Context: an optimization exercise on an open-source flow, tuned for a short achievable clock period and few clock cycles. The choices shown serve that exercise and are no tape-out recipe.
Only simulation tests tie the RTL to the original design; equivalence was not proved.
Power and IR drop assume default switching activity.

File: flow/margin.txt
11
File: flow/grt_post.tcl
# Run after ORFS's global routing (POST_GLOBAL_ROUTE_TCL): repair slew and
# capacitance once more on global-route parasitics, then legalise and
# re-route the changed nets and rewrite the route guides.
puts "Final slew / capacitance repair..."
estimate_parasitics -global_routing
repair_design -slew_margin 30 -cap_margin 30 -match_cell_footprint -verbose
global_route -start_incremental
detailed_placement
global_route -end_incremental
check_placement -verbose
estimate_parasitics -global_routing
report_check_types -max_slew -max_capacitance
write_guides $::env(RESULTS_DIR)/route.guide
File: design.v
`timescale 1ns / 1ps
 `timescale 1ns / 1ps
module if_stage(
  input  wire          clk,
  input  wire          rst,
  input  wire [63 : 0] rdata,
  output reg  [15 : 0] fa,           
  input  wire          upd,
  input  wire [15 : 0] upd_pc,
  input  wire          upd_taken,
  output wire          c_valid,
  output wire [31 : 0] c_inst,
  output wire          c_pred,       
  output wire          c_fresh,      
  output wire [31 : 0] q_inst,       
  output wire          q_pred,
  output wire [15 : 0] q_pc,         
  input  wire          take,         
  input  wire          redir,        
  input  wire [15 : 0] redir_pc,
  input  wire          squash        
);
  reg  [31 : 0] bt_valid;
  reg  [31 : 0] bt_bit;
  reg  [3 : 0]  bt_tag [0 : 31];
  always @(posedge clk) begin
    if (rst) begin
      bt_valid <= 32'd0;
    end else if (upd) begin
      bt_valid[upd_pc[6 : 2]] <= 1'b1;
    end
    if (upd) begin
      bt_bit[upd_pc[6 : 2]] <= upd_taken;
      bt_tag[upd_pc[6 : 2]] <= upd_pc[10 : 7];
    end
  end
  function bpred(input [31 : 0] i, input [15 : 0] pc, input [31 : 0] valid,
                 input [31 : 0] bits, input [3 : 0] tag);
    bpred = (valid[pc[6 : 2]] & (tag == pc[10 : 7])) ? bits[pc[6 : 2]]
          : (i[31] | (i[14 : 12] == 3'b001) | (i[14 : 12] == 3'b111));
  endfunction
  function [15 : 0] offset(input [31 : 0] i);
    offset = i[3] ? {i[15 : 12], i[20], i[30 : 21], 1'b0}                     
                  : {{4{i[31]}}, i[7], i[30 : 25], i[11 : 8], 1'b0};          
  endfunction
  localparam EW = 49;
  reg  [EW - 1 : 0] q [0 : 3];
  reg  [2 : 0]  qn;
  reg           jp;                  
  reg  [15 : 0] jp_pc, jp_off;
  wire [15 : 0] pc_lo = {fa[15 : 3], 3'b000};
  wire [15 : 0] pc_hi = {fa[15 : 3], 3'b100};
  wire [31 : 0] w_lo  = rdata[31 : 0];
  wire [31 : 0] w_hi  = rdata[63 : 32];
  wire j_lo = (w_lo[6 : 0] == 7'b1101111), b_lo = (w_lo[6 : 0] == 7'b1100011);
  wire j_hi = (w_hi[6 : 0] == 7'b1101111), b_hi = (w_hi[6 : 0] == 7'b1100011);
  wire p_lo = j_lo | b_lo & bpred(w_lo, pc_lo, bt_valid, bt_bit, bt_tag[pc_lo[6 : 2]]);
  wire p_hi = j_hi | b_hi & bpred(w_hi, pc_hi, bt_valid, bt_bit, bt_tag[pc_hi[6 : 2]]);
  wire          av     = ~squash & ~jp;
  wire [31 : 0] a0_i   = fa[2] ? w_hi : w_lo;
  wire          a0_p   = fa[2] ? p_hi : p_lo;
  wire [15 : 0] a0_pc  = fa[2] ? pc_hi : pc_lo;
  wire          a1_v   = ~fa[2] & ~p_lo;
  wire [EW - 1 : 0] a0_e = {a0_i, a0_p, a0_pc};
  wire [EW - 1 : 0] a1_e = {w_hi, p_hi, pc_hi};
  assign c_fresh = (qn == 3'd0);
  assign c_valid = ~c_fresh | av;
  wire [EW - 1 : 0] c_e = c_fresh ? a0_e : q[0];
  assign c_inst  = c_e[48 : 17];
  assign c_pred  = c_e[16];
  assign q_inst  = q[0][48 : 17];
  assign q_pred  = q[0][16];
  assign q_pc    = q[0][15 : 0];
  wire acc   = av & (qn <= 3'd2);          
  wire cq    = take & ~c_fresh;            
  wire cf    = take & c_fresh & av;        
  wire [2 : 0] nb = cq ? qn - 3'd1 : qn;   
  wire          w0_v = acc & (cf ? a1_v : 1'b1);
  wire [EW - 1 : 0] w0 = cf ? a1_e : a0_e;
  wire          w1_v = acc & ~cf & a1_v;
  integer k;
  always @(posedge clk) begin
    for (k = 0; k < 4; k = k + 1) begin
      if (k < nb)
        q[k] <= cq ? q[(k + 1) % 4] : q[k];
      else if (k == nb)
        q[k] <= w0;
      else if (k == nb + 1)
        q[k] <= a1_e;
    end
    if (rst) begin
      fa <= 16'h0000;                      
      qn <= 3'd0;
      jp <= 1'b0;
    end else if (redir) begin
      fa <= redir_pc;
      qn <= 3'd0;
      jp <= 1'b0;
    end else begin
      qn <= nb + {2'b00, w0_v} + {2'b00, w1_v};
      jp <= acc & (a0_p | a1_v & p_hi);
      if (jp)
        fa <= jp_pc + jp_off;
      else if (acc)
        fa <= {fa[15 : 3] + 13'd1, 3'b000};
    end
    jp_pc  <= a0_p ? a0_pc : pc_hi;
    jp_off <= offset(a0_p ? a0_i : w_hi);
  end
endmodule
 `timescale 1ns / 1ps
module id_stage(
  input  wire [31 : 0] inst,
  output wire [4 : 0]  rs1,
  output wire [4 : 0]  rs2,
  output wire [4 : 0]  rd,
  output wire          uses_rs1,
  output wire          uses_rs2,
  output wire          b_is_rs2,    
  output wire [63 : 0] imm,         
  output wire [63 : 0] pcimm,       
  output wire          is_lui,
  output wire          is_auipc,
  output wire          is_jal,
  output wire          is_jalr,
  output wire          is_branch,
  output wire          is_load,
  output wire          is_store,
  output wire          wen,         
  output wire          sub,
  output wire          sel_add,
  output wire          sel_slt,
  output wire          sel_sltu,
  output wire          sel_and,
  output wire          sel_or,
  output wire          sel_xor,
  output wire          sel_sll,
  output wire          sel_sr,
  output wire          sra,
  output wire          word,
  output wire          sel_early
);
  wire [6 : 0] op = inst[6 : 0];
  wire [2 : 0] f3 = inst[14 : 12];
  assign rs1 = inst[19 : 15];
  assign rs2 = inst[24 : 20];
  assign rd  = inst[11 : 7];
  assign is_lui    = (op == 7'b0110111);
  assign is_auipc  = (op == 7'b0010111);
  assign is_jal    = (op == 7'b1101111);
  assign is_jalr   = (op == 7'b1100111);
  assign is_branch = (op == 7'b1100011);
  assign is_load   = (op == 7'b0000011);
  assign is_store  = (op == 7'b0100011);
  wire is_opimm    = (op == 7'b0010011);
  wire is_opimm32  = (op == 7'b0011011);
  wire is_op       = (op == 7'b0110011);
  wire is_op32     = (op == 7'b0111011);
  wire alu_r = is_op | is_op32;
  wire alu_i = is_opimm | is_opimm32;
  wire alu   = alu_r | alu_i;
  assign uses_rs1 = ~(is_lui | is_auipc | is_jal);
  assign uses_rs2 = alu_r | is_branch | is_store;
  assign b_is_rs2 = alu_r | is_branch;
  assign wen      = ~(is_branch | is_store);
  wire [63 : 0] imm_i = {{52{inst[31]}}, inst[31 : 20]};
  wire [63 : 0] imm_s = {{52{inst[31]}}, inst[31 : 25], inst[11 : 7]};
  wire [63 : 0] imm_b = {{52{inst[31]}}, inst[7], inst[30 : 25], inst[11 : 8], 1'b0};
  wire [63 : 0] imm_j = {{44{inst[31]}}, inst[19 : 12], inst[20], inst[30 : 21], 1'b0};
  wire [63 : 0] imm_u = {{32{inst[31]}}, inst[31 : 12], 12'b0};
  assign imm   = is_store ? imm_s : imm_i;
  assign pcimm = is_branch ? imm_b : is_jal ? imm_j : imm_u;
  assign word      = is_op32 | is_opimm32;
  assign sub       = is_op & inst[30] & (f3 == 3'b000) | is_op32 & inst[30] & (f3 == 3'b000);
  assign sel_add   = (alu & (f3 == 3'b000)) | is_load | is_store;
  assign sel_slt   = alu & (f3 == 3'b010);
  assign sel_sltu  = alu & (f3 == 3'b011);
  assign sel_xor   = alu & (f3 == 3'b100);
  assign sel_or    = alu & (f3 == 3'b110);
  assign sel_and   = alu & (f3 == 3'b111);
  assign sel_sll   = alu & (f3 == 3'b001);
  assign sel_sr    = alu & (f3 == 3'b101);
  assign sra       = inst[30];
  assign sel_early = is_lui | is_auipc | is_jal | is_jalr;
endmodule
 `timescale 1ns / 1ps
module exe_stage(
  input  wire [63 : 0] a,           
  input  wire [63 : 0] b,           
  input  wire [5 : 0]    b_reg,
  input  wire [5 : 0]    b_fwd,
  input  wire            b_sel,
  input  wire            sub,         
  input  wire            sel_add,
  input  wire            sel_slt,
  input  wire            sel_sltu,
  input  wire            sel_and,
  input  wire            sel_or,
  input  wire            sel_xor,
  input  wire            sel_sll,
  input  wire            sel_sr,
  input  wire            sra,         
  input  wire            word,        
  input  wire            sel_early,   
  input  wire [63 : 0] early,
  output wire [63 : 0] sum,         
  output wire [63 : 0] result
);
  wire [63 : 0] addsub = sub ? (a - b) : (a + b);
  assign sum = a + b;
  wire ltu = (a < b);
  wire lt  = ($signed(a) < $signed(b));
  wire [5 : 0]    sh0   = word ? {1'b0, b_reg[4 : 0]} : b_reg[5 : 0];
  wire [5 : 0]    sh1   = word ? {1'b0, b_fwd[4 : 0]} : b_fwd[5 : 0];
  wire [63 : 0] sa    = word ? {{32{sra & a[31]}}, a[31 : 0]} : a;
  wire [64 : 0]   sr0   = $signed({sra & sa[63], sa}) >>> sh0;
  wire [64 : 0]   sr1   = $signed({sra & sa[63], sa}) >>> sh1;
  wire [63 : 0] srv   = b_sel ? sr1[63 : 0] : sr0[63 : 0];
  wire [63 : 0] slv   = b_sel ? (a << sh1) : (a << sh0);
  wire [63 : 0] r =
      ({64{sel_add}}   & addsub)
    | ({64{sel_slt}}   & {63'd0, lt})
    | ({64{sel_sltu}}  & {63'd0, ltu})
    | ({64{sel_and}}   & (a & b))
    | ({64{sel_or}}    & (a | b))
    | ({64{sel_xor}}   & (a ^ b))
    | ({64{sel_sll}}   & slv)
    | ({64{sel_sr}}    & srv)
    | ({64{sel_early}} & early);
  assign result = word ? {{32{r[31]}}, r[31 : 0]} : r;
endmodule
 `timescale 1ns / 1ps
module regfile(
  input  wire            clk,
  input  wire            rst,
  input  wire [4 : 0]    w_addr,
  input  wire [63 : 0] w_data,
  input  wire            w_ena,
  input  wire [4 : 0]    r_addr1,
  output wire [63 : 0] r_data1,
  input  wire [4 : 0]    r_addr2,
  output wire [63 : 0] r_data2
);
  reg [63 : 0] regs [0 : 31];
  integer i;
  always @(posedge clk) begin
    if (rst) begin
      for (i = 0; i < 32; i = i + 1) regs[i] <= 64'h00000000_00000000;
    end else if (w_ena && (w_addr != 5'd0)) begin
      regs[w_addr] <= w_data;
    end
  end
  assign r_data1 = (r_addr1 == 5'd0) ? 64'h00000000_00000000 : regs[r_addr1];
  assign r_data2 = (r_addr2 == 5'd0) ? 64'h00000000_00000000 : regs[r_addr2];
endmodule
 `timescale 1ns / 1ps
module SimTop(
    input         clock,
    input         reset,
    output [63:0] imem_addr,
    input  [63:0] imem_rdata,
    output [63:0] dmem_addr,
    input  [63:0] dmem_rdata,
    output        dmem_wen,
    output [63:0] dmem_wdata,
    output [63:0] dmem_wmask,
    output        commit_valid,
    output [63:0] commit_pc,
    output [31:0] commit_inst,
    output        commit_wen,
    output [4:0]  commit_wdest,
    output [63:0] commit_wdata
);
function [185-1:0] pack(
  input [31:0] ir, input [63:0] imm, input [63:0] pcimm,
  input is_lui, input is_auipc, input is_jal, input is_jalr, input is_load, input is_store,
  input is_branch, input b_is_rs2, input wen, input rfw, input early, input brx,
  input sub, input sel_add, input sel_slt, input sel_sltu, input sel_and, input sel_or,
  input sel_xor, input sel_sll, input sel_sr, input sra, input word, input uses_rs1,
  input uses_rs2);
  pack = {ir, imm, pcimm, is_lui, is_auipc, is_jal, is_jalr, is_load, is_store,
          is_branch, b_is_rs2, wen, rfw, early, brx, sub, sel_add, sel_slt, sel_sltu,
          sel_and, sel_or, sel_xor, sel_sll, sel_sr, sra, word, uses_rs1, uses_rs2};
endfunction
reg         d_vreg;
wire        d_valid;                   
reg  [185-1:0] d_dec;
reg         d_pred;
reg  [63:0] d_pc;                      
reg         d_m1x, d_m1m, d_m1w, d_m2x, d_m2m, d_m2w;
reg         d_stall;                   
reg         d_use_alt;                 
reg         d_altok;                   
reg         m_late;                    
reg         d_alt_late;                
reg         a_bad;                     
reg  [4:0]  d_rs1, d_rs2;              
reg         a_valid;
reg  [185-1:0] a_dec, a2_dec;       
reg         a_pred, a2_pred;
reg  [15:0] a_addr, a_off;
reg         a_m1w, a_m2w;
wire [15:0] a_next = a_addr + (a_pred ? a_off : 16'd4);    
reg         x_valid;
reg  [63:0] x_pc;
reg  [31:0] x_ir;
reg         x_wen, x_rfw, x_load, x_store, x_jalr, x_early_sel;
reg  [63:0] x_a, x_b, x_sd;
reg         x_fa_m, x_fb_m, x_fs_m;
reg         x_sub, x_sel_add, x_sel_slt, x_sel_sltu, x_sel_and, x_sel_or, x_sel_xor;
reg         x_sel_sll, x_sel_sr, x_sra, x_word;
reg  [63:0] x_early;
reg  [63:0] x_rtgt;                    
reg         x_c_eq, x_c_ne, x_c_lt, x_c_ge, x_c_ltu, x_c_geu;
reg         x_brx;
reg         x_pred;                    
reg         m_valid;
reg  [63:0] m_pc;
reg  [31:0] m_ir;
reg         m_wen, m_rfw, m_load, m_brx, m_taken;
reg  [63:0] m_res;
reg  [63:0] m_addr;                    
reg         m_dwen;
reg  [63:0] m_wdata;
reg  [7:0]  m_bmask;
reg         w_valid;
reg  [63:0] c_pc, c_data;
reg  [31:0] c_inst;
reg         c_wen;
reg  [2:0]  m_off;                     
reg  [4:0]  w_rd;
reg         w_rfw;
reg  [63:0] w_data;
reg         p_x;
reg         px_jalr;
reg  [63:0] px_sum, px_rtgt;
reg  [63:0] ap_pcadd, ap_pc4;
wire [4:0] x_rd = x_ir[11:7];
wire [4:0] m_rd = m_ir[11:7];
wire d_kill = d_use_alt & d_alt_late & a_bad;
assign d_valid = d_vreg & ~d_kill;
wire [185-1:0] e_dec = d_use_alt ? (d_alt_late ? a_dec : a2_dec) : d_dec;
wire [31:0] e_ir;
wire [63:0] e_imm, e_pcimm;
wire        e_is_lui, e_is_auipc, e_is_jal, e_is_jalr, e_is_load, e_is_store, e_is_branch;
wire        e_b_is_rs2, e_wen, e_rfw, e_early, e_brx;
wire        e_sub, e_sel_add, e_sel_slt, e_sel_sltu, e_sel_and, e_sel_or, e_sel_xor;
wire        e_sel_sll, e_sel_sr, e_sra, e_word, e_uses_rs1, e_uses_rs2;
assign {e_ir, e_imm, e_pcimm, e_is_lui, e_is_auipc, e_is_jal, e_is_jalr,
        e_is_load, e_is_store, e_is_branch, e_b_is_rs2, e_wen, e_rfw, e_early, e_brx,
        e_sub, e_sel_add, e_sel_slt, e_sel_sltu, e_sel_and, e_sel_or, e_sel_xor,
        e_sel_sll, e_sel_sr, e_sra, e_word, e_uses_rs1, e_uses_rs2} = e_dec;
wire        e_pred = d_use_alt ? (~d_alt_late & a2_pred) : d_pred;
wire [63:0] e_pc   = d_use_alt ? px_rtgt : d_pc;
wire        e_m1w  = d_use_alt ? a_m1w : d_m1w;
wire        e_m2w  = d_use_alt ? a_m2w : d_m2w;
wire        e_m1x  = d_m1x & ~d_use_alt;
wire        e_m1m  = d_m1m & ~d_use_alt;
wire        e_m2x  = d_m2x & ~d_use_alt;
wire        e_m2m  = d_m2m & ~d_use_alt;
wire [4:0]  e_rd   = e_ir[11:7];
wire [15:0] fa;
wire [31:0] f_inst;
wire        f_valid, f_pred, f_fresh;
wire [15:0] fq_pc;
wire [31:0] fq_inst;
wire        fq_pred;
wire        f_take, f_redir, f_squash;
wire [15:0] f_redir_pc;
if_stage If_stage(
  .clk       (clock),
  .rst       (reset),
  .rdata     (imem_rdata),
  .fa        (fa),
  .upd       (m_valid & m_brx),
  .upd_pc    (m_pc[15:0]),
  .upd_taken (m_taken),
  .c_valid   (f_valid),
  .c_inst    (f_inst),
  .c_pred    (f_pred),
  .c_fresh   (f_fresh),
  .q_inst    (fq_inst),
  .q_pred    (fq_pred),
  .q_pc      (fq_pc),
  .take      (f_take),
  .redir     (f_redir),
  .redir_pc  (f_redir_pc),
  .squash    (f_squash)
);
wire [4:0]  f_rs1, f_rs2, f_rd;
wire        f_uses_rs1, f_uses_rs2, f_b_is_rs2;
wire [63:0] f_imm, f_pcimm;
wire        f_is_lui, f_is_auipc, f_is_jal, f_is_jalr, f_is_branch, f_is_load, f_is_store, f_wen;
wire        f_sub, f_sel_add, f_sel_slt, f_sel_sltu, f_sel_and, f_sel_or, f_sel_xor;
wire        f_sel_sll, f_sel_sr, f_sra, f_word, f_sel_early;
id_stage Id_stage(
  .inst      (f_inst),
  .rs1       (f_rs1),
  .rs2       (f_rs2),
  .rd        (f_rd),
  .uses_rs1  (f_uses_rs1),
  .uses_rs2  (f_uses_rs2),
  .b_is_rs2  (f_b_is_rs2),
  .imm       (f_imm),
  .pcimm     (f_pcimm),
  .is_lui    (f_is_lui),
  .is_auipc  (f_is_auipc),
  .is_jal    (f_is_jal),
  .is_jalr   (f_is_jalr),
  .is_branch (f_is_branch),
  .is_load   (f_is_load),
  .is_store  (f_is_store),
  .wen       (f_wen),
  .sub       (f_sub),
  .sel_add   (f_sel_add),
  .sel_slt   (f_sel_slt),
  .sel_sltu  (f_sel_sltu),
  .sel_and   (f_sel_and),
  .sel_or    (f_sel_or),
  .sel_xor   (f_sel_xor),
  .sel_sll   (f_sel_sll),
  .sel_sr    (f_sel_sr),
  .sra       (f_sra),
  .word      (f_word),
  .sel_early (f_sel_early)
);
wire f_brx = f_is_branch & (f_pcimm != 64'd4);
wire [185-1:0] f_dec = pack(f_inst, f_imm, f_pcimm,
  f_is_lui, f_is_auipc, f_is_jal, f_is_jalr, f_is_load, f_is_store, f_is_branch,
  f_b_is_rs2, f_wen, f_wen & (f_rd != 5'd0), f_sel_early, f_brx, f_sub, f_sel_add,
  f_sel_slt, f_sel_sltu, f_sel_and, f_sel_or, f_sel_xor, f_sel_sll, f_sel_sr, f_sra,
  f_word, f_uses_rs1, f_uses_rs2);
wire f_m1x = d_valid & e_rfw & (e_rd == f_rs1);
wire f_m1m = x_valid & x_rfw & (x_rd == f_rs1);
wire f_m1w = m_valid & m_rfw & (m_rd == f_rs1);
wire f_m2x = d_valid & e_rfw & (e_rd == f_rs2);
wire f_m2m = x_valid & x_rfw & (x_rd == f_rs2);
wire f_m2w = m_valid & m_rfw & (m_rd == f_rs2);
wire [63:0] e_earlyv;
wire        fq_jalr = (fq_inst[6:0] == 7'b1100111);
wire        fq_rs10 = (fq_inst[19:15] == 5'd0);
wire        f_jpred = fq_jalr & ~f_fresh &
                      (fq_rs10 | (d_valid & e_rfw & e_early & (e_rd == fq_inst[19:15])));
wire [15:0] f_jsum  = (fq_rs10 ? 16'd0 : e_earlyv[15:0]) + {{4{fq_inst[31]}}, fq_inst[31:20]};
wire [15:0] f_jtgt  = {f_jsum[15:1], 1'b0};
wire [15:0] fq_alt = fq_pred ? fq_pc + 16'd4 :
                     fq_pc + {{4{fq_inst[31]}}, fq_inst[7], fq_inst[30:25], fq_inst[11:8], 1'b0};
assign imem_addr = {d_pc[63:16], fa};
wire [63:0] rf_r1, rf_r2;
regfile Regfile(
  .clk     (clock),
  .rst     (reset),
  .w_addr  (w_rd),
  .w_data  (w_data),
  .w_ena   (w_valid & w_rfw),
  .r_addr1 (d_rs1),
  .r_data1 (rf_r1),
  .r_addr2 (d_rs2),
  .r_data2 (rf_r2)
);
wire [63:0] d_r1 = e_m1w ? w_data : rf_r1;
wire [63:0] d_r2 = e_m2w ? w_data : rf_r2;
wire stall = d_valid & d_stall & ~d_use_alt;
wire [63:0] d_jsum  = (d_m1x ? x_early : 64'd0) + d_dec[185-33 -: 64];    
wire [63:0] d_pcadd = d_use_alt ? ap_pcadd : d_pc + d_dec[185-97 -: 64];
wire [63:0] d_pc4   = d_use_alt ? ap_pc4 : d_pc + 64'd4;
wire [63:0] d_npc   = e_is_jalr ? {d_jsum[63:1], 1'b0} : e_pred ? d_pcadd : d_pc4;
wire d_jok = e_is_jalr & ~e_pred & ((e_ir[19:15] == 5'd0) | (e_m1x & x_early_sel));
wire d_redirect = d_valid & d_jok;
assign      e_earlyv = e_is_lui ? e_pcimm : e_is_auipc ? d_pcadd : d_pc4;
wire [63:0] x_av = x_fa_m ? m_res : x_a;
wire [63:0] x_bv = x_fb_m ? m_res : x_b;
wire [63:0] x_sv = x_fs_m ? m_res : x_sd;
wire [63:0] x_sum, x_result;
exe_stage Exe_stage(
  .a         (x_av),
  .b         (x_bv),
  .b_reg     (x_b[5:0]),
  .b_fwd     (m_res[5:0]),
  .b_sel     (x_fb_m),
  .sub       (x_sub),
  .sel_add   (x_sel_add),
  .sel_slt   (x_sel_slt),
  .sel_sltu  (x_sel_sltu),
  .sel_and   (x_sel_and),
  .sel_or    (x_sel_or),
  .sel_xor   (x_sel_xor),
  .sel_sll   (x_sel_sll),
  .sel_sr    (x_sel_sr),
  .sra       (x_sra),
  .word      (x_word),
  .sel_early (x_early_sel),
  .early     (x_early),
  .sum       (x_sum),
  .result    (x_result)
);
function misp(input [63:0] a, input [63:0] b, input c_eq, input c_ne, input c_lt,
              input c_ge, input c_ltu, input c_geu);
  reg eq, lt, ltu;
  begin
    eq   = (a == b);
    ltu  = (a < b);
    lt   = ($signed(a) < $signed(b));
    misp = (c_eq & eq) | (c_ne & ~eq) | (c_lt & lt) | (c_ge & ~lt) | (c_ltu & ltu) | (c_geu & ~ltu);
  end
endfunction
wire x_misp_rr = misp(x_a,   x_b,   x_c_eq, x_c_ne, x_c_lt, x_c_ge, x_c_ltu, x_c_geu);
wire x_misp_mr = misp(m_res, x_b,   x_c_eq, x_c_ne, x_c_lt, x_c_ge, x_c_ltu, x_c_geu);
wire x_misp_rm = misp(x_a,   m_res, x_c_eq, x_c_ne, x_c_lt, x_c_ge, x_c_ltu, x_c_geu);
wire x_misp_mm = x_c_eq | x_c_ge | x_c_geu;        
wire x_misp = x_fa_m ? (x_fb_m ? x_misp_mm : x_misp_mr) : (x_fb_m ? x_misp_rm : x_misp_rr);
wire x_redirect = x_valid & (x_jalr | x_misp);
wire x_alt_late = m_late;
wire x_alt = (a_valid | x_alt_late) & ~x_jalr;
wire [15:0] x_tlo = x_alt ? (m_late ? m_addr[15:0] + 16'd4 : a_next) : x_rtgt[15:0];
wire        p_j   = p_x & px_jalr;
reg [63:0] x_wdata;
reg [7:0]  x_bmask;
always @(*) begin
  case (x_ir[13:12])
    2'b00:   begin x_wdata = {8{x_sv[7:0]}};  x_bmask = 8'b0000_0001 << x_sum[2:0]; end
    2'b01:   begin x_wdata = {4{x_sv[15:0]}}; x_bmask = 8'b0000_0011 << x_sum[2:0]; end
    2'b10:   begin x_wdata = {2{x_sv[31:0]}}; x_bmask = 8'b0000_1111 << x_sum[2:0]; end
    default: begin x_wdata = x_sv;            x_bmask = 8'b1111_1111; end
  endcase
end
wire x_mem = x_valid & (x_load | x_store);
assign dmem_addr  = m_addr;
assign dmem_wen   = m_dwen;
assign dmem_wdata = m_wdata;
assign dmem_wmask = {{8{m_bmask[7]}}, {8{m_bmask[6]}}, {8{m_bmask[5]}}, {8{m_bmask[4]}},
                     {8{m_bmask[3]}}, {8{m_bmask[2]}}, {8{m_bmask[1]}}, {8{m_bmask[0]}}};
wire [63:0] m_sh = dmem_rdata >> {m_off, 3'b000};
reg  [63:0] m_ld;
always @(*) begin
  case (m_ir[14:12])
    3'b000:  m_ld = {{56{m_sh[7]}},  m_sh[7:0]};
    3'b001:  m_ld = {{48{m_sh[15]}}, m_sh[15:0]};
    3'b010:  m_ld = {{32{m_sh[31]}}, m_sh[31:0]};
    3'b100:  m_ld = {56'd0, m_sh[7:0]};
    3'b101:  m_ld = {48'd0, m_sh[15:0]};
    3'b110:  m_ld = {32'd0, m_sh[31:0]};
    default: m_ld = dmem_rdata;
  endcase
end
wire [63:0] m_data = m_load ? m_ld : m_res;
wire [31:0] g_inst = m_addr[2] ? dmem_rdata[63:32] : dmem_rdata[31:0];
wire [4:0]  g_rs1, g_rs2, g_rd;
wire        g_uses_rs1, g_uses_rs2, g_b_is_rs2;
wire [63:0] g_imm, g_pcimm;
wire        g_is_lui, g_is_auipc, g_is_jal, g_is_jalr, g_is_branch, g_is_load, g_is_store, g_wen;
wire        g_sub, g_sel_add, g_sel_slt, g_sel_sltu, g_sel_and, g_sel_or, g_sel_xor;
wire        g_sel_sll, g_sel_sr, g_sra, g_word, g_sel_early;
id_stage Alt_dec(
  .inst      (g_inst),
  .rs1       (g_rs1),
  .rs2       (g_rs2),
  .rd        (g_rd),
  .uses_rs1  (g_uses_rs1),
  .uses_rs2  (g_uses_rs2),
  .b_is_rs2  (g_b_is_rs2),
  .imm       (g_imm),
  .pcimm     (g_pcimm),
  .is_lui    (g_is_lui),
  .is_auipc  (g_is_auipc),
  .is_jal    (g_is_jal),
  .is_jalr   (g_is_jalr),
  .is_branch (g_is_branch),
  .is_load   (g_is_load),
  .is_store  (g_is_store),
  .wen       (g_wen),
  .sub       (g_sub),
  .sel_add   (g_sel_add),
  .sel_slt   (g_sel_slt),
  .sel_sltu  (g_sel_sltu),
  .sel_and   (g_sel_and),
  .sel_or    (g_sel_or),
  .sel_xor   (g_sel_xor),
  .sel_sll   (g_sel_sll),
  .sel_sr    (g_sel_sr),
  .sra       (g_sra),
  .word      (g_word),
  .sel_early (g_sel_early)
);
wire g_brx = g_is_branch & (g_pcimm != 64'd4);
wire [185-1:0] g_dec = pack(g_inst, g_imm, g_pcimm,
  g_is_lui, g_is_auipc, g_is_jal, g_is_jalr, g_is_load, g_is_store, g_is_branch,
  g_b_is_rs2, g_wen, g_wen & (g_rd != 5'd0), g_sel_early, g_brx, g_sub, g_sel_add,
  g_sel_slt, g_sel_sltu, g_sel_and, g_sel_or, g_sel_xor, g_sel_sll,
  g_sel_sr, g_sra, g_word, g_uses_rs1, g_uses_rs2);
wire g_pred = g_is_jal | (g_is_branch & g_inst[31]);
wire [15:0] g_off = g_is_jal ? {g_inst[15:12], g_inst[20], g_inst[30:21], 1'b0}
                             : {{4{g_inst[31]}}, g_inst[7], g_inst[30:25], g_inst[11:8], 1'b0};
wire g_take = d_valid & d_altok & e_brx & ~d_use_alt & ~stall & ~x_redirect & ~g_is_jalr;
wire f_jr = f_valid & ~stall & f_jpred & ~x_redirect & ~p_j & ~d_redirect & ~d_kill;
assign f_take     = ~stall;
assign f_redir    = x_redirect | p_j | d_redirect | d_kill | f_jr;
assign f_redir_pc = x_redirect ? x_tlo : p_j ? {px_sum[15:1], 1'b0} :
                    d_redirect ? {d_jsum[15:1], 1'b0} : d_kill ? px_rtgt[15:0] : f_jtgt;
assign f_squash   = p_j;
assign commit_valid = w_valid;
assign commit_pc    = c_pc;
assign commit_inst  = c_inst;
assign commit_wen   = c_wen;
assign commit_wdest = c_inst[11:7];
assign commit_wdata = c_data;
wire use_alt_next = x_redirect & x_alt;
wire late_next = d_valid & e_brx & ~d_use_alt & ~d_altok & ~x_mem & ~stall & ~x_redirect;
always @(posedge clock) begin
  if (reset) begin
    d_vreg    <= 1'b0;
    d_pc      <= 64'h00000000_80000000;
    d_use_alt <= 1'b0;
    d_altok   <= 1'b0;
    a_valid   <= 1'b0;
    m_late    <= 1'b0;
    d_alt_late <= 1'b0;
    x_valid   <= 1'b0;
    m_valid   <= 1'b0;
    m_dwen    <= 1'b0;
    w_valid   <= 1'b0;
    p_x       <= 1'b0;
  end else begin
    if (x_redirect)
      d_vreg <= x_alt;
    else if (p_j | d_redirect | d_kill)
      d_vreg <= 1'b0;
    else if (!stall)
      d_vreg <= f_valid;
    d_use_alt <= use_alt_next;
    d_alt_late <= use_alt_next & m_late;
    d_altok   <= ~x_mem & ~stall & ~x_redirect & ~p_j & ~d_redirect & ~d_kill & ~f_fresh &
                 ~late_next;
    m_late    <= late_next;
    a_valid   <= g_take;
    p_x <= x_redirect & ~x_alt;
    if (p_x)
      d_pc <= px_jalr ? {px_sum[63:1], 1'b0} : px_rtgt;
    else if (d_kill)
      d_pc <= px_rtgt;
    else if (d_valid & ~stall)
      d_pc <= d_npc;
    x_valid <= d_valid & ~stall & ~x_redirect;
    m_valid <= x_valid;
    m_dwen  <= x_valid & x_store;
    w_valid <= m_valid;
  end
  if (use_alt_next) begin
    d_rs1 <= m_late ? g_rs1 : a_dec[185-13 -: 5];
    d_rs2 <= m_late ? g_rs2 : a_dec[185-8 -: 5];
  end else if (!stall) begin
    d_rs1 <= f_rs1;
    d_rs2 <= f_rs2;
  end
  if (!stall) begin
    d_dec   <= f_dec;
    d_pred  <= f_pred | f_jpred;
    d_m1x   <= f_m1x;
    d_m1m   <= f_m1m;
    d_m1w   <= f_m1w;
    d_m2x   <= f_m2x;
    d_m2m   <= f_m2m;
    d_m2w   <= f_m2w;
    d_stall <= (f_uses_rs1 & f_m1x & e_is_load) | (f_uses_rs2 & f_m2x & e_is_load);
  end else begin
    d_m1x   <= 1'b0;
    d_m1m   <= d_m1x;
    d_m1w   <= d_m1m;
    d_m2x   <= 1'b0;
    d_m2m   <= d_m2x;
    d_m2w   <= d_m2m;
    d_stall <= 1'b0;
  end
  a_dec   <= g_dec;
  a_bad   <= g_is_jal | g_is_jalr | g_is_branch | g_is_auipc;
  a_pred  <= g_pred;
  a_addr  <= m_addr[15:0];
  a_off   <= g_off;
  a2_dec  <= a_dec;
  a2_pred <= a_pred;
  a_m1w <= m_valid & m_rfw & (m_rd == (m_late ? g_rs1 : a_dec[185-13 -: 5]));
  a_m2w <= m_valid & m_rfw & (m_rd == (m_late ? g_rs2 : a_dec[185-8 -: 5]));
  x_pc        <= e_pc;
  x_ir        <= e_ir;
  x_wen       <= e_wen;
  x_rfw       <= e_rfw;
  x_load      <= e_is_load;
  x_store     <= e_is_store;
  x_brx       <= e_brx;
  x_jalr      <= e_is_jalr & ~e_pred & ~d_jok;
  x_early_sel <= e_early;
  x_a         <= e_m1m ? m_data : d_r1;
  x_b         <= ~e_b_is_rs2 ? e_imm : e_m2m ? m_data : d_r2;
  x_sd        <= e_m2m ? m_data : d_r2;
  x_fa_m      <= e_m1x;
  x_fb_m      <= e_b_is_rs2 & e_m2x;
  x_fs_m      <= e_m2x;
  x_c_eq      <= e_brx & ((e_ir[14:12] == 3'b000) & ~e_pred | (e_ir[14:12] == 3'b001) & e_pred);
  x_c_ne      <= e_brx & ((e_ir[14:12] == 3'b000) & e_pred | (e_ir[14:12] == 3'b001) & ~e_pred);
  x_c_lt      <= e_brx & ((e_ir[14:12] == 3'b100) & ~e_pred | (e_ir[14:12] == 3'b101) & e_pred);
  x_c_ge      <= e_brx & ((e_ir[14:12] == 3'b100) & e_pred | (e_ir[14:12] == 3'b101) & ~e_pred);
  x_c_ltu     <= e_brx & ((e_ir[14:12] == 3'b110) & ~e_pred | (e_ir[14:12] == 3'b111) & e_pred);
  x_c_geu     <= e_brx & ((e_ir[14:12] == 3'b110) & e_pred | (e_ir[14:12] == 3'b111) & ~e_pred);
  x_rtgt      <= e_pred ? d_pc4 : d_pcadd;
  x_pred      <= e_pred;
  x_sub       <= e_sub;
  x_sel_add   <= e_sel_add;
  x_sel_slt   <= e_sel_slt;
  x_sel_sltu  <= e_sel_sltu;
  x_sel_and   <= e_sel_and;
  x_sel_or    <= e_sel_or;
  x_sel_xor   <= e_sel_xor;
  x_sel_sll   <= e_sel_sll;
  x_sel_sr    <= e_sel_sr;
  x_sra       <= e_sra;
  x_word      <= e_word;
  x_early     <= e_earlyv;
  px_jalr  <= x_jalr;
  px_sum   <= x_sum;
  px_rtgt  <= x_rtgt;
  ap_pcadd <= x_rtgt + a_dec[185-97 -: 64];
  ap_pc4   <= x_rtgt + 64'd4;
  m_pc    <= x_pc;
  m_ir    <= x_ir;
  m_wen   <= x_wen;
  m_rfw   <= x_rfw;
  m_load  <= x_load;
  m_brx   <= x_brx;
  m_taken <= x_misp ^ x_pred;
  m_res   <= x_result;
  m_addr  <= x_mem ? x_sum : {x_sum[63:16], late_next ? (e_pred ? d_pc4[15:0] : d_pcadd[15:0]) : fq_alt};
  m_off   <= x_sum[2:0];
  m_wdata <= x_wdata;
  m_bmask <= x_bmask;
  w_rfw  <= m_rfw;
  if (m_valid & m_rfw) begin
    w_rd   <= m_ir[11:7];
    w_data <= m_data;
  end
  c_pc   <= m_pc;
  c_inst <= m_ir;
  c_wen  <= m_wen;
  c_data <= m_data;
end
endmodule
File: standard.sh
#!/bin/bash
# synth_recipe.tcl (not shown) runs the flow's synth.tcl, then flattens the netlist and writes it again
# the make line also repeats each setting of config.mk as NAME=value (left out here)
make -C /OpenROAD-flow-scripts/flow DESIGN_CONFIG=/design/flow/config.mk WORK_HOME=/design/flow/orfs CLKGATE_MAP_FILE= SYNTH_SCRIPT=/design/flow/synth_recipe.tcl "${@:-finish}"
File: flow/run.sh
#!/bin/bash
# Own layout flow: the standard ORFS flow (standard.sh, unchanged
# synthesis and floorplan), with
#  - port buffers of a plain buffer cell (buf_4) rather than the delay cell
#    buffer_ports picks by default; every port is still buffered;
#  - after global routing, one more slew / capacitance repair
#    (flow/grt_post.tcl), since the aggressive timing repair can leave a net
#    near its limits.
# Each ORFS step writes its own log under orfs/logs/; make's output goes to
# flow_make.log.
set -euo pipefail
MARGIN=$(cat flow/margin.txt)
export BUFFER_PORTS_ARGS="-inputs -outputs -buffer_cell sky130_fd_sc_hd__buf_4"
export POST_GLOBAL_ROUTE_TCL=$PWD/flow/grt_post.tcl
sed "s|CLKGATE_MAP_FILE= |CLKGATE_MAP_FILE= SETUP_SLACK_MARGIN=${MARGIN} |" standard.sh > standard_margin.sh
bash standard_margin.sh finish > flow_make.log 2>&1
File: constraint.sdc
create_clock -name core_clock -period 15.5 [get_ports {clock}]
set_input_delay 3.1000 -clock core_clock [delete_from_list [all_inputs] [get_ports {clock}]]
set_output_delay 3.1000 -clock core_clock [all_outputs]
set_load 0.01 [all_outputs]
File: config.mk
export PLATFORM = sky130hd
export DESIGN_NAME = SimTop
export DESIGN_NICKNAME = SimTop
export VERILOG_FILES = /design/flow/design.v
export SDC_FILE = /design/flow/constraint.sdc
export NUM_CORES = 8
export LEC_CHECK = 0
export CAP_MARGIN = 30
export CORE_MARGIN = 2
export CORE_UTILIZATION = 55
export PLACE_DENSITY = 0.65
export SLEW_MARGIN = 30
export TNS_END_PERCENT = 100
==> impl_metrics.py, run 1 <==
metrics = {
    "cts": {
        "clkLatencyLatePin_ns": 1.06,
        "ctsHtreeMaxLevel": 5,
        "numCtsBuffers": 433,
        "cts.sink_count": 4062,
        "clkTransAtPathRegs_ns": 0.07,
        "cts.hold.buffers_added": 0,
        "clock_path_buffers": 4,
        "cts_resized": 1660,
        "root_buffer": "clkbuf_16",
        "cts_tree": "built",
        "cts_setup_buffers": 310,
    },
    "yosys": {
        "synthArstFlopShare_pct": 0,
        "synthSimpleGateAreaFrac_pct": 12.9,
        "ys_ff_latch": 4062,
        "ys_seq_area_share_pct": 47.9,
        "synth-adder-area-share_pct": 3.70,
        "synth_top_family_by_area": "multiplexers",
        "synth_edf_count": 2571,
        "synth_compound_area_share_pct": 11.0,
        "synthCells": 19500,
        "synth_xor_area_share_pct": 2.18,
        "ys_types": 91,
        "ys_warn_count": 4,
        "synth_ff_type": "edfxtp_1",
        "synth_mux_area_share_pct": 18.3,
        "syn_area_um2": 223000,
        "avgSynthCellArea_um2": 11.4,
    },
    "power": {
        "vdd_ir_drop_max_mv": 0.204,
        "leakage_nw": 99.7,
        "powerDensity_nw_per_um2": 237,
    },
    "placed_design": {
        "dp_hpwl_um": 678000,
        "postPlaceCellArea_um2": 234000,
        "gp_congestion": 1.10,
        "io_buffers": 553,
    },
    "route": {
        "drt_iter0_drc": 26200,
        "vias": 175000,
        "drtPass1Iterations": 10,
        "viasPerCell": 6.81,
        "wl_met3_um": 112000,
        "drc": 0,
        "wl_met2_um": 419000,
        "wire_per_inst_um": 37.6,
        "drt-met1-wl_um": 334000,
        "top_layer": "met5",
        "antenna_left": 0,
        "routed_wl_um": 967000,
    },
    "sta": {
        "period_minus_slack_ns": 4.91,
        "hold_viol": 0,
        "fmax_mhz": 203,
        "fin_crit_sh_pct": 31.7,
        "fin_setup_tns_ns": 0,
        "setup_viol": 0,
        "max_slew.worst_pin.slew_ns": 1.19,
        "clock_skew_ns": 0.0790,
        "whs_ns": 0.301,
        "worst_slew_margin_rel_pct": 20.5,
        "finalMaxSlewViolations": 0,
    },
    "min_path": {
        "holdPathEnd": "a2_dec[153]",
        "worstHoldStart": "a_dec[153]",
        "hold_depth": 0,
        "hold_class": "reg -> reg",
    },
    "grt": {
        "grt_max_degree": 127,
        "antenna_found_initial": 103,
        "grt_pass1_wl_um": 1320000,
        "grt_overflow": 0,
        "grt.total_usage_pct": 46.1,
        "grt_pass1_vias": 165000,
    },
    "final_layout": {
        "nFillCells": 31100,
        "postLayoutCellArea_um2": 261000,
        "ff_latch_area_um2": 108000,
        "fin_nets": 20700,
        "syn_to_final_growth_pct": 16.9,
        "multiInputGateArea_um2": 114000,
        "drive_gt1_share_pct": 25.2,
    },
    "critical_path": {
        "worst-path-max-fanout": 8,
        "endpoint_kind": "flip-flop",
        "start_kind": "flip-flop",
        "r2r_slack_ns": 10.59,
        "reg2regPathDepth": 16,
        "crit_top_cell": "buf_12",
        "worstPathCellList": "buf_12 > mux2i_4 > ha_2 > or2_2 > or2_0 > a211oi_2 > o32ai_4 > o31ai_4 > a211oi_4 > or4_4 > a31oi_4 > xnor2_2 > a2111oi_4 > buf_6 > buf_12 > o22ai_1",
        "slowest_stage": "dfxtp_4",
        "worstSetupPathType": "reg -> reg",
        "path_delay_family": "compound AO/OA/AOI/OAI gates",
        "cpPeakStageDelay_ns": 0.46,
        "crit_buf_inv": 3,
        "rr_startpoint": "x_fa_m",
        "required_ns": 16.36,
        "cp_data_arrival_time_ns": 5.77,
        "r2r_end": "m_res[48]",
    },
    "job": {
        "cap_violations": 0,
    },
    "floorplanning": {
        "ios": 554,
        "coreArea_um2": 406000,
        "die_w_um": 641,
        "dieArea_um2": 411000,
        "rows": 234,
        "start_util_pct": 55.1,
        "die_y_um": 641,
    },
    "run_status": {
        "outcome": "finished clean",
    },
}
## logic make-up (layout without fill, tap and decap cells)
family,count (synthesis),in the layout
simple gates,5673,5680
flops,4062,4062
compound gates,3961,3972
mux,2362,2362
buf+inv,2249,2887
fa+ha+maj,654,654
xor+xnor,556,556
other cells,1,138
## cells in the final DEF, fill, tap and decap left out, types with 569 or more instances in the layout
cell type     n
buf_6       587
mux4_2     1355
nand2_1    1333
o21ai_0     840
and2_1     2116
ha_1        569
edfxtp_1   2571
dfxtp_1    1068
nor2_1     1131
mux2i_1     674
buf_4       738
a21oi_1    1059
## report_power, final
group / total, mW / switching [mW] / internal [mW] / leakage (nW)
clock: 10.6 / 4.66 / 5.91 / 6.94
combinational: 34.5 / 22.0 / 12.6 / 53.8
sequential: 16.9 / 2.64 / 14.3 / 39.0
## routing by layer
layer | up-vias | GRT usage (%)
met5 | - | 0
met3 | 3128 | 11.5
li1 | 72800 | -
met1 | 86900 | 57.3
met4 | 32 | 37.5
met2 | 12400 | 68.5
## registers in the layout, indices dropped and copies added, names as in the netlist, 64 cells and up, named ones only
| name | cells |
|---|---|
| d_dec | 87 |
| m_res | 64 |
| If_stage.q | 196 |
| c_pc | 64 |
| x_rtgt | 64 |
| Regfile.regs | 2048 |
| w_data | 64 |
| x_early | 64 |
| d_pc | 64 |
| a_dec | 87 |
| m_wdata | 64 |
| x_sd | 64 |
| x_b | 64 |
| If_stage.bt_tag | 128 |
| a2_dec | 87 |
| ap_pc4 | 64 |
| c_data | 64 |
| x_a | 64 |
## worst max path at each step
stage,from,endpoint,slack [ns],cells after the start
2_1_floorplan,reset,Regfile.regs[14][0],10.25,5
3_3_place_gp,x_fb_m,m_res[48],8.60,15
3_5_place_dp,reset,Regfile.regs[19][33],8.81,5
4_1_cts,c_data[38],commit_wdata[38],10.73,1
6_report,x_fa_m,m_res[48],10.59,16
## area by class of cell
| class | count | area share [%] |
|---|---|---|
| clock inverters | 223 | 0.810 |
| inverters | 579 | 0.858 |
| flip-flops and latches | 4062 | 41.4 |
| clock buffers | 579 | 4.63 |
| diodes | 74 | 0.0709 |
| well taps | 5428 | 2.60 |
| multi-input cells | 13300 | 43.5 |
| repair buffers | 1506 | 6.14 |
## per-stage QoR
stage	power (mW)	setup slack [ns]	std cells	utilization [%]
finish	62.0	10.59	25700	64.4
CTS	59.5	10.73	25500	63.5
detailed placement	46.9	8.81	24400	57.8
floorplan	33.9	10.25	19600	-
global placement	46.8	8.60	24300	57.6
## synthesized netlist by cell type, types with 139 or more instances
library cell     n  area share (%)
nand2_1       1349             2.3
nand4_1        150            0.42
buf_4          159            0.53
xor2_1         206            0.81
and2_1        2122             5.9
o21ai_0       1081             2.4
dfxtp_1       1491              13
a211oi_1       158            0.53
nor3_1         157            0.35
a31oi_1        139            0.39
buf_1          263            0.44
nand3_1        222            0.50
nor2_1        1228             2.1
edfxtp_1      2571              35
ha_1           644             3.6
o211ai_1       281            0.94
xnor2_1        350             1.4
mux4_2        1355              14
mux2_2         240             1.2
a21o_1         251            0.84
clkbuf_1      1207             2.0
inv_1          563            0.95
a21oi_1       1212             2.7
mux2i_1        766             3.4
Testbench counts, summed over its fixed seeds: cycles 44,725.
==> inputs of run 2 (changes only) <==
--- a/design.v
+++ b/design.v
@@ -327,7 +327,8 @@
 reg  [63:0] c_pc, c_data;
 reg  [31:0] c_inst;
 reg         c_wen;
-reg  [2:0]  m_off;                     
+reg  [63:0] m_lsel;
+reg  [7:0]  m_lcov, m_lsgn;
 reg  [4:0]  w_rd;
 reg         w_rfw;
 reg  [63:0] w_data;
@@ -524,26 +525,43 @@
     default: begin x_wdata = x_sv;            x_bmask = 8'b1111_1111; end
   endcase
 end
+reg  [63:0] x_lsel;
+reg  [7:0]  x_lcov, x_lsgn;
+integer xj;
+always @(*) begin
+  x_lsel = 64'd0;
+  x_lcov = 8'd0;
+  x_lsgn = 8'd0;
+  if (x_load) begin
+    for (xj = 0; xj < 8; xj = xj + 1) begin
+      if (xj < (1 << x_ir[13:12])) begin
+        x_lcov[xj] = 1'b1;
+        x_lsel[8 * xj + ((x_sum[2:0] + xj) & 7)] = 1'b1;
+      end
+    end
+    if (~x_ir[14] & (x_ir[13:12] != 2'b11))
+      x_lsgn[(x_sum[2:0] + (1 << x_ir[13:12]) - 1) & 7] = 1'b1;
+  end
+end
 wire x_mem = x_valid & (x_load | x_store);
 assign dmem_addr  = m_addr;
 assign dmem_wen   = m_dwen;
 assign dmem_wdata = m_wdata;
 assign dmem_wmask = {{8{m_bmask[7]}}, {8{m_bmask[6]}}, {8{m_bmask[5]}}, {8{m_bmask[4]}},
                      {8{m_bmask[3]}}, {8{m_bmask[2]}}, {8{m_bmask[1]}}, {8{m_bmask[0]}}};
-wire [63:0] m_sh = dmem_rdata >> {m_off, 3'b000};
+wire [7:0] m_sbits = {dmem_rdata[63], dmem_rdata[55], dmem_rdata[47], dmem_rdata[39],
+                      dmem_rdata[31], dmem_rdata[23], dmem_rdata[15], dmem_rdata[7]};
+wire       m_sign  = |(m_lsgn & m_sbits);
 reg  [63:0] m_ld;
+integer lj, lk;
 always @(*) begin
-  case (m_ir[14:12])
-    3'b000:  m_ld = {{56{m_sh[7]}},  m_sh[7:0]};
-    3'b001:  m_ld = {{48{m_sh[15]}}, m_sh[15:0]};
-    3'b010:  m_ld = {{32{m_sh[31]}}, m_sh[31:0]};
-    3'b100:  m_ld = {56'd0, m_sh[7:0]};
-    3'b101:  m_ld = {48'd0, m_sh[15:0]};
-    3'b110:  m_ld = {32'd0, m_sh[31:0]};
-    default: m_ld = dmem_rdata;
-  endcase
+  for (lj = 0; lj < 8; lj = lj + 1) begin
+    m_ld[8 * lj +: 8] = {8{~m_lcov[lj] & m_sign}};
+    for (lk = 0; lk < 8; lk = lk + 1)
+      m_ld[8 * lj +: 8] = m_ld[8 * lj +: 8] | ({8{m_lsel[8 * lj + lk]}} & dmem_rdata[8 * lk +: 8]);
+  end
 end
-wire [63:0] m_data = m_load ? m_ld : m_res;
+wire [63:0] m_data = m_ld | (m_res & {64{~m_load}});
 wire [31:0] g_inst = m_addr[2] ? dmem_rdata[63:32] : dmem_rdata[31:0];
 wire [4:0]  g_rs1, g_rs2, g_rd;
 wire        g_uses_rs1, g_uses_rs2, g_b_is_rs2;
@@ -729,7 +747,9 @@
   m_taken <= x_misp ^ x_pred;
   m_res   <= x_result;
   m_addr  <= x_mem ? x_sum : {x_sum[63:16], late_next ? (e_pred ? d_pc4[15:0] : d_pcadd[15:0]) : fq_alt};
-  m_off   <= x_sum[2:0];
+  m_lsel  <= x_lsel;
+  m_lcov  <= x_lcov;
+  m_lsgn  <= x_lsgn;
   m_wdata <= x_wdata;
   m_bmask <= x_bmask;
   w_rfw  <= m_rfw;
--- a/config.mk
+++ b/config.mk
@@ -8,6 +8,5 @@
 export CAP_MARGIN = 30
 export CORE_MARGIN = 2
 export CORE_UTILIZATION = 55
-export PLACE_DENSITY = 0.65
 export SLEW_MARGIN = 30
 export TNS_END_PERCENT = 100
==> run 2 against run 1 <==
  * First-iteration DRC count increased by 8.9%
  * Global-route usage increased by 0.84 points
  * Sequential share of layout area about the same
  * Largest cell class unchanged
  * Highest routed layer unchanged
==> impl_metrics.py, run 2 <==
metrics = {
    "run_status": {
        "outcome": "finished clean",
    },
    "job": {
        "cap_violations": 0,
    },
    "power": {
        "combPwrFrac_pct": 54.7,
        "p_int_mw": 32.9,
        "swShare_pct": 46.4,
        "pwr-share-seq_pct": 27.7,
        "leakage_nw": 101,
        "switchingPower_mw": 28.5,
        "vdd_ir_drop_max_mv": 0.276,
        "powerDensity_nw_per_um2": 232,
        "power.share.clock_pct": 17.6,
    },
    "cts": {
        "cts.sink_count": 4139,
        "cts_setup_buffers": 321,
        "clkLatencyLatePin_ns": 1.06,
        "cts_resized": 1660,
        "ctsHtreeMaxLevel": 5,
        "clkTransAtPathRegs_ns": 0.07,
        "root_buffer": "clkbuf_16",
        "cts_tree": "built",
        "clock_path_buffers": 4,
        "numCtsBuffers": 437,
        "cts.hold.buffers_added": 0,
    },
    "route": {
        "drt_iter0_drc": 28500,
        "routed_wl_um": 1010000,
        "wire_per_inst_um": 38.5,
        "antenna_left": 0,
        "viasPerCell": 6.95,
        "drtPass1Iterations": 9,
        "drc": 0,
        "vias": 182000,
    },
    "critical_path": {
        "start_kind": "flip-flop",
        "worstSetupPathType": "reg -> reg",
        "worstPathCellList": "ha_4 > fa_2 > a21o_4 > a31oi_4 > o31ai_4 > a21o_1 > a21o_1 > a21o_1 > a211oi_1 > nor2_1 > a21oi_2 > o21a_1 > o21ai_2 > and2_4 > ha_1 > inv_1 > o21bai_1 > a21oi_2 > xnor3_1 > nor2b_1 > o221a_2 > a2111oi_4 > a211oi_1",
        "cpPeakStageDelay_ns": 0.45,
        "cp_data_arrival_time_ns": 5.79,
        "endpoint_kind": "flip-flop",
        "required_ns": 16.39,
        "slowest_stage": "edfxtp_1",
        "worst-path-max-fanout": 3,
        "crit_top_cell": "a21o_1",
    },
    "final_layout": {
        "layout_commonest_cell": "edfxtp_1",
        "nFillCells": 31600,
        "utilization_pct": 64.2,
        "final_cell_mix": "2571 x edfxtp_1, 2126 x and2_1, 1408 x nand2_1",
        "largest_reg_flops": 2048,
        "drive_gt1_share_pct": 24.8,
        "multiInputGateArea_um2": 115000,
        "fin_nets": 21000,
        "ff_latch_area_um2": 110000,
        "syn_to_final_growth_pct": 16.4,
        "top_register": "Regfile.regs",
    },
    "sta": {
        "fin_crit_sh_pct": 31.6,
        "finalMaxSlewViolations": 0,
        "fmax_mhz": 204,
        "hold_viol": 0,
        "clock_skew_ns": 0.0947,
        "period_minus_slack_ns": 4.90,
        "whs_ns": 0.313,
        "fin_setup_tns_ns": 0,
        "setup_viol": 0,
        "worst_slew_margin_rel_pct": 25.9,
        "max_slew.worst_pin.slew_ns": 1.11,
    },
    "floorplanning": {
        "die_y_um": 647,
        "ios": 554,
        "rows": 236,
        "die_w_um": 647,
        "coreArea_um2": 413000,
        "dieArea_um2": 419000,
        "start_util_pct": 55.2,
    },
    "yosys": {
        "synthArstFlopShare_pct": 0,
        "ys_ff_latch": 4139,
        "syn_area_um2": 228000,
        "synthMostInstantiatedCell": "edfxtp_1",
        "ys_types": 114,
        "synth_common_cells": "2571 x edfxtp_1, 2137 x and2_1, 1568 x dfxtp_1",
        "avgSynthCellArea_um2": 11.4,
        "synthCells": 20000,
        "synth_ff_type": "edfxtp_1",
        "yosysTopAreaCell": "edfxtp_1",
        "synth.area.top_cells": "edfxtp_1 34%, dfxtp_1 14%, mux4_2 13%",
        "synth_edf_count": 2571,
        "ys_seq_area_share_pct": 47.7,
        "synth_top_cell_area_share_pct": 33.9,
        "ys_warn_count": 4,
    },
    "grt": {
        "grt_overflow": 0,
        "grt_max_degree": 106,
        "grt_pass1_wl_um": 1370000,
        "grt_pass1_vias": 172000,
        "antenna_found_initial": 134,
        "grt.total_usage_pct": 47.0,
    },
    "placed_design": {
        "gp_congestion": 1.10,
        "io_buffers": 553,
        "dp_hpwl_um": 679000,
    },
    "min_path": {
        "hold_class": "reg -> reg",
    },
}
==> run 2: changes by cell type in the layout (fill, tap and decap cells not counted), sizes merged, moves of 34 or more <==
cell / previous run / this run
a21o: 251 / 196
a21oi: 1215 / 1103
a221oi: 78 / 161
a222oi: 22 / 56
a22oi: 38 / 164
dfxtp: 1491 / 1568
mux2: 240 / 310
mux2i: 767 / 678
nand2: 1349 / 1426
nor2: 1236 / 1181
nor4: 46 / 86
==> run 2: logic make-up after synthesis <==
logic type               Yosys count  share of synthesized area (%)
adder cells (fa/ha/maj)          679                           3.76
other                              1                        0.00165
multiplexers                    2326                           17.8
AND/OR/NAND/NOR                 5808                           13.0
flip-flops                      4139                           47.7
AO/OA/AOI/OAI                   4058                           11.4
buffers and inverters           2390                           4.28
XOR/XNOR                         550                           2.12
==> run 2: critical path: cells and delay by family, from the launching register on <==
kind | cells | cell delay [ns]
xor gates and xnor gates | 1 | 0.21
DFF | 1 | 0.45
buffers and inverters | 1 | 0.13
AOI/OAI and AO/OA | 15 | 2.58
adders and majority gates | 3 | 0.92
and+or+nand+nor | 3 | 0.46
==> run 2: layout make-up <==
class	count	area share, %
flip-flops and latches	4139	41.4
clock buffers	590	4.61
inverters	607	0.893
clock inverters	216	0.837
diodes	107	0.101
repair buffers	1513	6.17
well taps	5474	2.58
multi-input cells	13500	43.4
==> run 2: power groups by stage <==
stage	Clock [mW]	Combinational (mW)	Sequential (mW)
final	10.8	33.6	17.0
after CTS	10.8	31.4	16.8
after detailed placement	0	29.1	17.0
after global placement	0	29.0	17.0
after floorplan	0	18.6	15.4
==> run 2: worst paths after layout <==
check	start	to	slack, ns	cells after the start
max	d_dec[26]	If_stage.fa[15]	10.60	23
min	x_pc[49]	m_pc[49]	0.31	0
max reg2reg	d_dec[26]	If_stage.fa[15]	10.60	23
min reg2reg	x_pc[49]	m_pc[49]	0.31	0
==> run 2: through the flow <==
stage          instance area (um2)  std cells  worst slack, ns  power, mW
2_1_floorplan               229000      20000            10.30       34.0
4_1_cts                     262000      25900            10.64       59.1
6_report                    265000      26200            10.60       61.5
3_5_place_dp                237000      24700             9.07       46.1
3_3_place_gp                236000      24600             8.39       46.0
==> run 2: metal layers <==
layer | global-route usage [%] | part of all wire (%) | up-vias
li1 | - | - | 74500
met1 | 56.6 | 34 | 90000
met2 | 71.2 | 44 | 13600
met3 | 11.5 | 12 | 3669
met4 | 39.8 | 10 | 38
met5 | 0 | 0.025 | -
Testbench counts of run 2, summed over its fixed seeds: cycles 44,725.
==> inputs of run 3 (changes only) <==
--- a/design.v
+++ b/design.v
@@ -442,15 +442,18 @@
 wire        fq_rs10 = (fq_inst[19:15] == 5'd0);
 wire        f_jpred = fq_jalr & ~f_fresh &
                       (fq_rs10 | (d_valid & e_rfw & e_early & (e_rd == fq_inst[19:15])));
-wire [15:0] f_jsum  = (fq_rs10 ? 16'd0 : e_earlyv[15:0]) + {{4{fq_inst[31]}}, fq_inst[31:20]};
+wire [15:0] e_early_lo;
+wire [15:0] f_jsum  = (fq_rs10 ? 16'd0 : e_early_lo) + {{4{fq_inst[31]}}, fq_inst[31:20]};
 wire [15:0] f_jtgt  = {f_jsum[15:1], 1'b0};
 wire [15:0] fq_alt = fq_pred ? fq_pc + 16'd4 :
                      fq_pc + {{4{fq_inst[31]}}, fq_inst[7], fq_inst[30:25], fq_inst[11:8], 1'b0};
 assign imem_addr = {d_pc[63:16], fa};
 wire [63:0] rf_r1, rf_r2;
+reg rf_rst;
+always @(posedge clock) rf_rst <= reset;
 regfile Regfile(
   .clk     (clock),
-  .rst     (reset),
+  .rst     (rf_rst),
   .w_addr  (w_rd),
   .w_data  (w_data),
   .w_ena   (w_valid & w_rfw),
@@ -469,6 +472,10 @@
 wire d_jok = e_is_jalr & ~e_pred & ((e_ir[19:15] == 5'd0) | (e_m1x & x_early_sel));
 wire d_redirect = d_valid & d_jok;
 assign      e_earlyv = e_is_lui ? e_pcimm : e_is_auipc ? d_pcadd : d_pc4;
+wire [15:0] d_pc4_lo = d_pc[15:0] + 16'd4;
+assign      e_early_lo = e_is_lui ? e_pcimm[15:0] :
+                         e_is_auipc ? (d_use_alt ? ap_pcadd[15:0] : {d_pc[15:12] + e_pcimm[15:12], d_pc[11:0]}) :
+                         (d_use_alt ? ap_pc4[15:0] : d_pc4_lo);
 wire [63:0] x_av = x_fa_m ? m_res : x_a;
 wire [63:0] x_bv = x_fb_m ? m_res : x_b;
 wire [63:0] x_sv = x_fs_m ? m_res : x_sd;
==> run 3 against run 2 <==
  * Clock skew shrank 0.0035 ns
  * Critical endpoint is now commit_wdata[8]
  * Synthesized area grew 0.40%
  * Utilization shrank 0.19 points
  * Critical path depth shrank 22
  * Register-to-register slack gained 0.13 ns
  * Highest routed layer unchanged
  * Sequential share of layout area grew 0.092 points
  * Maximum frequency shrank 0.89%
  * Critical path type is now reg -> out
==> impl_metrics.py, run 3 <==
metrics = {
    "job": {
        "cap_violations": 0,
    },
    "placed_design": {
        "io_buffers": 553,
        "dpl.cell_count": 24900,
        "dp_hpwl_um": 713000,
        "postPlaceCellArea_um2": 239000,
        "gp_congestion": 1.11,
        "dp_slack_ns": 8.72,
    },
    "min_path": {
        "holdPathEnd": "c_inst[17]",
        "hold_class": "reg -> reg",
        "hold_depth": 0,
        "worstHoldStart": "m_ir[17]",
    },
    "cts": {
        "clkTransAtPathRegs_ns": 0.06,
        "cts.sink_count": 4140,
        "cts_tree": "built",
        "clkLatencyLatePin_ns": 1.06,
        "cts_setup_buffers": 294,
        "clock_path_buffers": 4,
        "ctsHtreeMaxLevel": 5,
        "root_buffer": "clkbuf_16",
        "numCtsBuffers": 438,
        "cts.hold.buffers_added": 0,
        "cts_resized": 1464,
    },
    "yosys": {
        "synth_common_cells": "2571 x edfxtp_1, 2121 x and2_1, 1569 x dfxtp_1",
        "syn_area_um2": 229000,
        "ys_seq_area_share_pct": 47.5,
        "synth.area.top_cells": "edfxtp_1 34%, dfxtp_1 14%, mux4_2 13%",
        "synth_top_cell_area_share_pct": 33.8,
        "synthMostInstantiatedCell": "edfxtp_1",
        "synth_edf_count": 2571,
        "synthCells": 20100,
        "ys_warn_count": 4,
        "ys_ff_latch": 4140,
        "avgSynthCellArea_um2": 11.4,
        "synth_ff_type": "edfxtp_1",
        "synthArstFlopShare_pct": 0,
        "yosysTopAreaCell": "edfxtp_1",
        "ys_types": 101,
    },
    "route": {
        "drc": 0,
        "drtPass1Iterations": 10,
        "wire_per_inst_um": 40.7,
        "viasPerCell": 7.09,
        "routed_wl_um": 1070000,
        "antenna_left": 0,
        "drt_iter0_drc": 30800,
        "vias": 187000,
    },
    "power": {
        "leakage_nw": 102,
        "vdd_ir_drop_max_mv": 0.337,
        "powerDensity_nw_per_um2": 236,
    },
    "critical_path": {
        "crit_buf_inv": 1,
        "cp_data_arrival_time_ns": 1.85,
        "reg2regPathDepth": 8,
        "worst-path-max-fanout": 1,
        "startpoint": "c_data[8]",
        "slowest_stage": "dfxtp_4",
        "start_kind": "flip-flop",
        "required_ns": 12.40,
        "r2r_slack_ns": 10.73,
        "r2r_end": "x_b[62]",
        "path_delay_family": "flip-flops",
        "worstPathCellList": "buf_6",
        "cpPeakStageDelay_ns": 0.60,
        "worstSetupPathType": "reg -> out",
        "endpoint_kind": "primary output",
    },
    "floorplanning": {
        "die_y_um": 649,
        "start_util_pct": 55.3,
        "coreArea_um2": 414000,
        "dieArea_um2": 421000,
        "rows": 236,
        "ios": 554,
        "die_w_um": 649,
    },
    "grt": {
        "grt.total_usage_pct": 49.2,
        "grt_overflow": 0,
        "grt_pass1_wl_um": 1440000,
        "antenna_found_initial": 123,
        "grt_pass1_vias": 175000,
        "grt_max_degree": 119,
    },
    "final_layout": {
        "syn_to_final_growth_pct": 15.8,
        "drive_gt1_share_pct": 24.3,
        "postLayoutCellArea_um2": 265000,
        "final_cell_mix": "2571 x edfxtp_1, 2116 x and2_1, 1341 x mux4_2",
        "layout_commonest_cell": "edfxtp_1",
        "fin_nets": 21200,
        "multiInputGateArea_um2": 115000,
        "largest_reg_flops": 2048,
        "top_register": "Regfile.regs",
        "nFillCells": 31500,
        "stdcell_count": 26300,
        "ff_latch_area_um2": 110000,
    },
    "sta": {
        "max_slew.worst_pin.slew_ns": 1.24,
        "fin_crit_sh_pct": 31.9,
        "setup_ws_ns": 10.55,
        "setup_viol": 0,
        "finalMaxSlewViolations": 0,
        "period_minus_slack_ns": 4.95,
        "worst_slew_margin_rel_pct": 17.2,
        "fmax_mhz": 202,
        "clock_skew_ns": 0.0912,
        "hold_viol": 0,
        "fin_setup_tns_ns": 0,
    },
    "run_status": {
        "outcome": "finished clean",
    },
}
[run 3: how the worst max path moves through the flow]
stage	to	depth (start not counted)	slack (ns)
2_1_floorplan	If_stage.qn[2]	10	10.54
3_3_place_gp	m_res[50]	17	8.73
3_5_place_dp	m_res[53]	17	8.72
4_1_cts	commit_wdata[15]	1	10.68
6_report	commit_wdata[8]	1	10.55
[run 3: through the flow]
step / total power, mW / util (%) / hold WS (ns)
floorplan: 34.1 / - / 0.310
global placement: 47.0 / 57.5 / 0.310
detailed placement: 47.0 / 57.7 / 0.312
CTS: 59.9 / 63.2 / 0.301
finish: 62.6 / 64.0 / 0.310
[run 3: metal layers]
metal / part of all wire, % / track usage [%] / routed length [um]
met1: 33 / 59.7 / 356000
met2: 42 / 72.1 / 454000
met3: 14 / 15.5 / 147000
met4: 10 / 40.8 / 111000
met5: 0.037 / 0 / 401
[run 3: kinds of logic after synthesis]
family	share of synthesized area, %
AOI/OAI and AO/OA	11.3
xor gates and xnor gates	2.02
adders and majority gates	3.77
buffers and inverters	4.31
DFF	47.5
muxes	18.0
other	0.00164
and+or+nand+nor	13.0
[run 3: cell type report]
| type | instances | share of cell area, % |
|---|---|---|
| Clock inverter | 235 | 0.959 |
| Inverter | 634 | 0.958 |
| Timing Repair Buffer | 1542 | 5.97 |
| Sequential cell | 4140 | 41.4 |
| Clock buffer | 576 | 4.61 |
| Multi-Input combinational cell | 13600 | 43.4 |
| Tap cell | 5474 | 2.59 |
| Antenna cell | 88 | 0.0831 |
| Timing Repair inverter | 2 | 0.00661 |
[run 3: report_power, final]
group | switching, mW | internal [mW]
combinational | 21.7 | 12.6
sequential | 2.83 | 14.4
clock | 4.78 | 6.23
Testbench counts of run 3, summed over its fixed seeds: cycles 44,725.

-- port drivers added, routing unchanged --
How much do the figures lean on ideal ports? The routed layouts below were timed once more, with nothing changed but the port constraints.
Step 1: set_driving_cell puts a clkbuf_16 on clock and a buf_2 on each other input, an assumption about the parent block.
Step 2 also shifts input and output timing later by t, the mid clock arrival at the registers, as if the neighbouring blocks saw the same clock.
Three values: ideal, step 1, step 2; two values: the first two.
run	shift t [ns]	setup WS [ns]	worst setup path after step 2	worst data-port slew with drivers (ns)	pins driven straight from the clock port
run 1	1.153	10.586 / 10.586 / 9.579	input to register	0.32	1
run 2	1.155	10.597 / 10.526 / 9.668	input to register	0.31	1
run 3	1.161	10.553 / 10.412 / 9.828	input to register	0.26	1
After both steps setup and hold are still met in every run listed. For run 1, which loses most, drivers alone change the setup slack by 0.000 ns; drivers and shift together by -1.007 ns.
